Background: an optimization exercise with open tools, aiming at small area, a short achievable clock period and few clock cycles. Do not read the settings as production practice. Where RTL was checked, it was by simulation tests only, not by an equivalence proof against the original.

## run C
Design sa_accel, start of the top module:
module sa_accel (
    input  logic        clk,
    input  logic        rst_n,
    input  logic        start_all,
    input  logic [7:0]  k_param,
    input  logic        out_mode,
    input  logic [7:0]  row_shape,
    input  logic [7:0]  col_shape,
    output logic        done_all,
    output logic        ren_n,
    output logic [12:0] raddr_row,
    input  logic [31:0] rdata_row,
    output logic [12:0] raddr_col,
    input  logic [31:0] rdata_col,
    output logic        wen_n,
    output logic [12:0] waddr,
    output logic [31:0] data_out
);
For scale: roughly 930 flip-flops, ~170 I/O pins, about 67000 um^2 of cells after synthesis.
==> module quantize, before the edit <==
module quantize (
    input  logic        clk,
    input  logic [22:0] acc,
    input  logic [3:0]  cp,
    output logic [7:0]  quantized_data
);
    logic [22:0] acc_q;
    logic [3:0]  cp_q;
    always_ff @(posedge clk) begin
        acc_q <= acc;
        cp_q  <= cp;
    end
    logic [22:0] v;
    logic        s, uni, c;
    logic [6:0]  w;
    assign v[4:0]  = acc_q[4:0];
    assign v[22:5] = acc_q[22:5] + {5'd0, cp_q[3], 3'd0, cp_q[2], 3'd0, cp_q[1], 3'd0, cp_q[0]};
    assign s    = v[22];
    assign uni  = (v[22:10] == 13'h0000) || (v[22:10] == 13'h1fff);
    assign w    = v[9:3];
    assign c    = s ? (v[2] & (v[1] | v[0])) : v[2];
    always_comb begin
        if (!uni)         quantized_data = s ? 8'h80 : 8'h7f;
        else if (s)       quantized_data = {1'b1, w} + {7'd0, c};
        else if (&w && c) quantized_data = 8'h7f;
        else              quantized_data = {1'b0, w} + {7'd0, c};
    end
endmodule
clock: 11.0 ns
lec_check: 0
cap_margin: 20
core_margin: 2
core_utilization: 40
cts_cluster_diameter: 100
cts_cluster_size: 24
slew_margin: 20
standard.sh (not shown) runs the stock make flow with config.mk's settings and CLKGATE_MAP_FILE= SYNTH_SCRIPT=/design/flow/synth_recipe.tcl, a recipe that flattens the netlist after the stock synthesis.
==> flow/flow/run.sh <==
#!/bin/bash
set -euo pipefail
bash standard.sh SETUP_SLACK_MARGIN=${MARGIN:-7.5} SYNTH_ARGS=-noabc \
  "BUFFER_PORTS_ARGS=-buffer_cell sky130_fd_sc_hd__buf_4" finish > standard.log 2>&1
Run C went all the way through the flow, and no timing, DRC or antenna check failed.
Testbench counts of run C, summed over its fixed seeds: cycles 206,522.
Relative to run C, the following input files were edited for run E:
==> flow/design.v, changed modules only <==
module quantize (
    input  logic        clk,
    input  logic [22:0] acc,
    input  logic [3:0]  cp,
    output logic [7:0]  quantized_data
);
    logic [22:0] sum, v;
    logic        s, uni, c;
    logic [6:0]  w;
    assign sum[4:0]  = acc[4:0];
    assign sum[22:5] = acc[22:5] + {5'd0, cp[3], 3'd0, cp[2], 3'd0, cp[1], 3'd0, cp[0]};
    always_ff @(posedge clk) begin
        v <= sum;
    end
    assign s    = v[22];
    assign uni  = (v[22:10] == 13'h0000) || (v[22:10] == 13'h1fff);
    assign w    = v[9:3];
    assign c    = s ? (v[2] & (v[1] | v[0])) : v[2];
    always_comb begin
        if (!uni)         quantized_data = s ? 8'h80 : 8'h7f;
        else if (s)       quantized_data = {1'b1, w} + {7'd0, c};
        else if (&w && c) quantized_data = 8'h7f;
        else              quantized_data = {1'b0, w} + {7'd0, c};
    end
endmodule
- For run C, the endpoint of the worst setup timing path was u_SA.u_array.g_m[1].g_x[1].u_pe.cpend[2]$_DFF_P_, unlike run E, where it was u_SA.u_array.g_m[3].g_x[3].u_pe.cpend[1]$_DFF_P_.
- The worst path arrival time in run E sits 0.11 ns above the value recorded for run C.
- Global-route usage | run E above run C
- Taking run E as 1.0, run C lands at 0.47 on post-CTS repair timing setup buffer count.
- In the tables for run C and run E, proportion of synthesized chip area in sequential cells reads higher with run C.
- Against run C, total routed wire length on the met1 layer in run E rose slightly.
- Changes observed in run E relative to run C: area of all placed cells without fillers saw an increase, layout sequential cell count saw a decrease, worst setup margin saw a decrease.
- [run E] number of nets in the layout fell 58 relative to run C
Only the layout flow was run in run E; the RTL was not checked for function there.


Another version of the RTL of sa_accel (not shown whole).
For scale: roughly 6,700 cells after synthesis, ~1,000 flip-flops, ~170 I/O pins, ~67,000 sq um of cells after synthesis.
==> module SA_with_shift_cfg, before the edit <==
module SA_with_shift_cfg (
    input  logic        clk,
    input  logic        rst_n,
    input  logic        start_all,
    input  logic [7:0]  k_param,
    input  logic        out_mode,
    input  logic [7:0]  row_shape,
    input  logic [7:0]  col_shape,
    output logic        done_all,
    output logic        ren_n,
    output logic [12:0] raddr_row,
    input  logic [31:0] rdata_row,
    output logic [12:0] raddr_col,
    input  logic [31:0] rdata_col,
    output logic        wen_n,
    output logic [12:0] waddr,
    output logic [31:0] data_out
);
    logic        busy;
    logic [7:0]  cnt;         
    logic [7:0]  inner;       
    logic [7:0]  outer;       
    logic [12:0] base_a;      
    logic        ren_q;       
    logic        ren_nq;      
    logic        first_q;     
    logic [12:0] ra_a, ra_b;  
    logic [12:0] ra_row, ra_col;  
    logic        mode;
    logic [7:0]  n_outer, n_inner, slot_m1;
    logic        kge4;        
    logic [1:0]  k_lo, km1_lo;  
    logic go;    
    always_ff @(posedge clk or negedge rst_n) begin
        if (!rst_n) go <= 1'b0;
        else        go <= start_all && !busy && !go;
    end
    always_ff @(posedge clk) begin
        if (!busy && !go) begin
            mode    <= out_mode;
            n_outer <= out_mode ? col_shape : row_shape;
            n_inner <= out_mode ? row_shape : col_shape;
            slot_m1 <= (k_param < 8'd4) ? 8'd3 : k_param - 8'd1;
            kge4    <= (k_param >= 8'd4);
            k_lo    <= k_param[1:0];
            km1_lo  <= k_param[1:0] - 2'd1;
        end
    end
    logic end_blk, inner_last, last_blk, job_last;
    assign end_blk    = busy && (cnt == 8'd0);
    assign inner_last = (inner == 8'd0);
    assign job_last   = end_blk && inner_last && (outer == 8'd0);
    assign last_blk   = end_blk;
    logic [12:0] na_a, na_b;
    always_comb begin
        na_a = ra_a;
        na_b = ra_b;
        if (ren_q) begin
            na_a = ra_a + 13'd1;
            na_b = ra_b + 13'd1;
            if (end_blk) begin
                if (inner_last) na_b = 13'd0;
                else            na_a = base_a;
            end
        end
    end
    logic       busy_n, slot_start;
    logic [7:0] cnt_n;
    always_comb begin
        busy_n     = busy;
        cnt_n      = cnt - 8'd1;
        slot_start = 1'b0;
        if (!busy) begin
            busy_n     = go;
            cnt_n      = slot_m1;
            slot_start = go;
        end else if (cnt == 8'd0) begin
            busy_n     = !job_last;
            cnt_n      = slot_m1;
            slot_start = !job_last;
        end
    end
    logic rd_n, first_n;
    assign rd_n    = busy_n && (kge4 || (cnt_n[1:0] < k_lo));
    assign first_n = kge4 ? slot_start : (busy_n && (cnt_n[1:0] == km1_lo));
    always_ff @(posedge clk or negedge rst_n) begin
        if (!rst_n) begin
            busy    <= 1'b0;
            ren_q   <= 1'b0;
            first_q <= 1'b0;
        end else begin
            busy    <= busy_n;
            ren_q   <= rd_n;
            first_q <= first_n;
        end
    end
    always_ff @(posedge clk) begin
        cnt     <= cnt_n;
        ren_nq  <= !rd_n;
        if (!busy) begin
            inner  <= n_inner - 8'd1;
            outer  <= n_outer - 8'd1;
            base_a <= 13'd0;
            ra_a   <= 13'd0;
            ra_b   <= 13'd0;
            ra_row <= 13'd0;
            ra_col <= 13'd0;
        end else begin
            if (end_blk) begin
                if (inner_last) begin
                    inner  <= n_inner - 8'd1;
                    outer  <= outer - 8'd1;
                    base_a <= ra_a + 13'd1;
                end else begin
                    inner  <= inner - 8'd1;
                end
            end
            ra_a   <= na_a;
            ra_b   <= na_b;
            ra_row <= mode ? na_b : na_a;
            ra_col <= mode ? na_a : na_b;
        end
    end
    assign ren_n     = ren_nq;
    assign raddr_row = ra_row;
    assign raddr_col = ra_col;
    logic [7:0] p_val, p_first, p_last, p_job;
    always_ff @(posedge clk or negedge rst_n) begin
        if (!rst_n) begin
            p_val   <= '0;
            p_first <= '0;
            p_last  <= '0;
            p_job   <= '0;
        end else begin
            p_val   <= {p_val[6:0],   ren_q};
            p_first <= {p_first[6:0], ren_q && first_q};
            p_last  <= {p_last[6:0],  last_blk};
            p_job   <= {p_job[6:0],   job_last};
        end
    end
    logic [31:0]     a_word, b_word;
    logic [31:0]     a_reg;
    logic [3:1][7:0] b_reg;
    assign a_word = mode ? rdata_col : rdata_row;
    assign b_word = mode ? rdata_row : rdata_col;
    always_ff @(posedge clk) begin
        a_reg <= p_val[0] ? a_word : 32'd0;
        b_reg <= b_word[31:8];
    end
    logic [3:0][31:0] a_col;
    logic [3:0][11:0] bd_col;
    shift_array u_skew (
        .clk(clk), .a_in(a_reg), .b0_in(b_word[7:0]), .b_in(b_reg),
        .a_col(a_col), .bd_col(bd_col));
    logic [3:0][3:0][22:0] psum;
    logic [3:0][3:0][5:0]  cpend;
    systolic_NxN_cfg u_array (
        .clk(clk), .a_col(a_col), .bd_col(bd_col),
        .first(p_first[4:1]), .psum(psum), .cpend(cpend));
    logic [3:0] wr;
    assign wr = p_last[5:2];
    logic [3:0][22:0] sel_acc;
    logic [3:0][5:0]  sel_cp;
    always_comb begin
        for (int x = 0; x < 4; x++) begin
            sel_acc[x] = '0;
            sel_cp[x]  = 6'd0;
            for (int m = 0; m < 4; m++)
                if (wr[m]) begin
                    sel_acc[x] = psum[m][x];
                    sel_cp[x]  = cpend[m][x];
                end
        end
    end
    logic [3:0][7:0] q;
    generate
        for (genvar x = 0; x < 4; x++) begin : g_q
            quantize u_q (.clk(clk), .acc(sel_acc[x]), .cp(sel_cp[x]), .quantized_data(q[x]));
        end
    endgenerate
    logic        wr_d;
    logic [31:0] dout_q;
    logic        wen_nq, done_q;
    logic [12:0] waddr_q;     
    logic [12:0] wcnt;        
    always_ff @(posedge clk) begin
        dout_q <= q;
        wen_nq <= !wr_d;
        done_q <= p_job[6];
        if (go) begin
            wcnt <= 13'd0;
        end else if (wr_d) begin
            waddr_q <= wcnt;
            wcnt    <= wcnt + 13'd1;
        end
    end
    always_ff @(posedge clk or negedge rst_n) begin
        if (!rst_n) wr_d <= 1'b0;
        else        wr_d <= |wr;
    end
    assign data_out = dout_q;
    assign wen_n    = wen_nq;
    assign waddr    = waddr_q;
    assign done_all = done_q;
endmodule
Settings: LEC_CHECK=0, CAP_MARGIN=20, CORE_MARGIN=2, CORE_UTILIZATION=60, CTS_CLUSTER_DIAMETER=100, CTS_CLUSTER_SIZE=24, PLACE_DENSITY=0.72, SLEW_MARGIN=20; clock period 11.0 ns.
Scripts as last shown in full above: flow/flow/run.sh
==> next run, changes <==
--- a/flow/design.v
+++ b/flow/design.v
@@ -459,38 +459,35 @@
     logic [7:0]  outer;       
     logic [12:0] base_a;      
     logic        ren_q;       
     logic        ren_nq;      
     logic        first_q;     
-    logic [12:0] ra_a, ra_b;  
-    logic [12:0] ra_row, ra_col;  
+    logic [12:0] ra_row, ra_col;
     logic        mode;
-    logic [7:0]  n_outer, n_inner, slot_m1;
-    logic        kge4;        
-    logic [1:0]  k_lo, km1_lo;  
+    logic [7:0]  kq, n_outer, n_inner, slot_m1;
     logic go;    
     always_ff @(posedge clk or negedge rst_n) begin
         if (!rst_n) go <= 1'b0;
         else        go <= start_all && !busy && !go;
     end
     always_ff @(posedge clk) begin
         if (!busy && !go) begin
             mode    <= out_mode;
+            kq      <= k_param;
             n_outer <= out_mode ? col_shape : row_shape;
             n_inner <= out_mode ? row_shape : col_shape;
             slot_m1 <= (k_param < 8'd4) ? 8'd3 : k_param - 8'd1;
-            kge4    <= (k_param >= 8'd4);
-            k_lo    <= k_param[1:0];
-            km1_lo  <= k_param[1:0] - 2'd1;
         end
     end
     logic end_blk, inner_last, last_blk, job_last;
     assign end_blk    = busy && (cnt == 8'd0);
     assign inner_last = (inner == 8'd0);
     assign job_last   = end_blk && inner_last && (outer == 8'd0);
     assign last_blk   = end_blk;
-    logic [12:0] na_a, na_b;
+    logic [12:0] ra_a, ra_b, na_a, na_b;
+    assign ra_a = mode ? ra_col : ra_row;
+    assign ra_b = mode ? ra_row : ra_col;
     always_comb begin
         na_a = ra_a;
         na_b = ra_b;
         if (ren_q) begin
             na_a = ra_a + 13'd1;
@@ -499,49 +496,41 @@
                 if (inner_last) na_b = 13'd0;
                 else            na_a = base_a;
             end
         end
     end
-    logic       busy_n, slot_start;
+    logic       busy_n;
     logic [7:0] cnt_n;
     always_comb begin
-        busy_n     = busy;
-        cnt_n      = cnt - 8'd1;
-        slot_start = 1'b0;
+        busy_n = busy;
+        cnt_n  = cnt - 8'd1;
         if (!busy) begin
-            busy_n     = go;
-            cnt_n      = slot_m1;
-            slot_start = go;
+            busy_n = go;
+            cnt_n  = slot_m1;
         end else if (cnt == 8'd0) begin
-            busy_n     = !job_last;
-            cnt_n      = slot_m1;
-            slot_start = !job_last;
+            busy_n = !job_last;
+            cnt_n  = slot_m1;
         end
     end
-    logic rd_n, first_n;
-    assign rd_n    = busy_n && (kge4 || (cnt_n[1:0] < k_lo));
-    assign first_n = kge4 ? slot_start : (busy_n && (cnt_n[1:0] == km1_lo));
     always_ff @(posedge clk or negedge rst_n) begin
         if (!rst_n) begin
             busy    <= 1'b0;
             ren_q   <= 1'b0;
             first_q <= 1'b0;
         end else begin
             busy    <= busy_n;
-            ren_q   <= rd_n;
-            first_q <= first_n;
+            ren_q   <= busy_n && (cnt_n < kq);
+            first_q <= busy_n && (cnt_n == kq - 8'd1);
         end
     end
     always_ff @(posedge clk) begin
         cnt     <= cnt_n;
-        ren_nq  <= !rd_n;
+        ren_nq  <= !(busy_n && (cnt_n < kq));
         if (!busy) begin
             inner  <= n_inner - 8'd1;
             outer  <= n_outer - 8'd1;
             base_a <= 13'd0;
-            ra_a   <= 13'd0;
-            ra_b   <= 13'd0;
             ra_row <= 13'd0;
             ra_col <= 13'd0;
         end else begin
             if (end_blk) begin
                 if (inner_last) begin
@@ -550,12 +539,10 @@
                     base_a <= ra_a + 13'd1;
                 end else begin
                     inner  <= inner - 8'd1;
                 end
             end
-            ra_a   <= na_a;
-            ra_b   <= na_b;
             ra_row <= mode ? na_b : na_a;
             ra_col <= mode ? na_a : na_b;
         end
     end
     assign ren_n     = ren_nq;
@@ -616,22 +603,17 @@
         end
     endgenerate
     logic        wr_d;
     logic [31:0] dout_q;
     logic        wen_nq, done_q;
-    logic [12:0] waddr_q;     
-    logic [12:0] wcnt;        
+    logic [12:0] waddr_q;
     always_ff @(posedge clk) begin
         dout_q <= q;
         wen_nq <= !wr_d;
         done_q <= p_job[6];
-        if (go) begin
-            wcnt <= 13'd0;
-        end else if (wr_d) begin
-            waddr_q <= wcnt;
-            wcnt    <= wcnt + 13'd1;
-        end
+        if (go)        waddr_q <= 13'h1fff;
+        else if (wr_d) waddr_q <= waddr_q + 13'd1;
     end
     always_ff @(posedge clk or negedge rst_n) begin
         if (!rst_n) wr_d <= 1'b0;
         else        wr_d <= |wr;
     end
Outcome: Worst hold slack stays flat. Cell area hardly moves. Sequential cell count went down by 36. Setup slack gets worse by 26 ps.
Testbench counts after the change, summed over its fixed seeds: cycles 206,522.
Function not checked in the first run of this note: the RTL went through the layout flow alone.

-- what the ideal ports hide --
The flow's constraints put no driver on any port. The routed layouts listed below were extracted and timed again, unchanged, in two steps.
Step 1, drivers: a clkbuf_16 drives clk and a buf_2 each remaining input, both assumed.
Step 2, shift: input delay + t, output delay - t, t = (earliest + latest rising clock arrival at the registers) / 2. This alone moves slack from input paths to output paths.
Slacks: ideal / step 1 / step 2; pairs: ideal / step 1.
| run | shift t [ns] | setup WS [ns] | worst data-port slew with drivers (ns) |
|---|---|---|---|
| run C | 0.760 | 7.500 / 7.453 / 7.314 | 0.06 |
| run E | 0.769 | 7.401 / 7.401 / 7.401 | 0.06 |
| the first run of note 2 | 0.752 | 7.555 / 7.491 / 7.373 | 0.06 |
| the second run of note 2 | 0.769 | 7.530 / 7.450 / 7.491 | 0.06 |
After both steps setup and hold are still met in every run listed. For run C, which loses most, drivers alone change the setup slack by -0.047 ns; drivers and shift together by -0.186 ns.
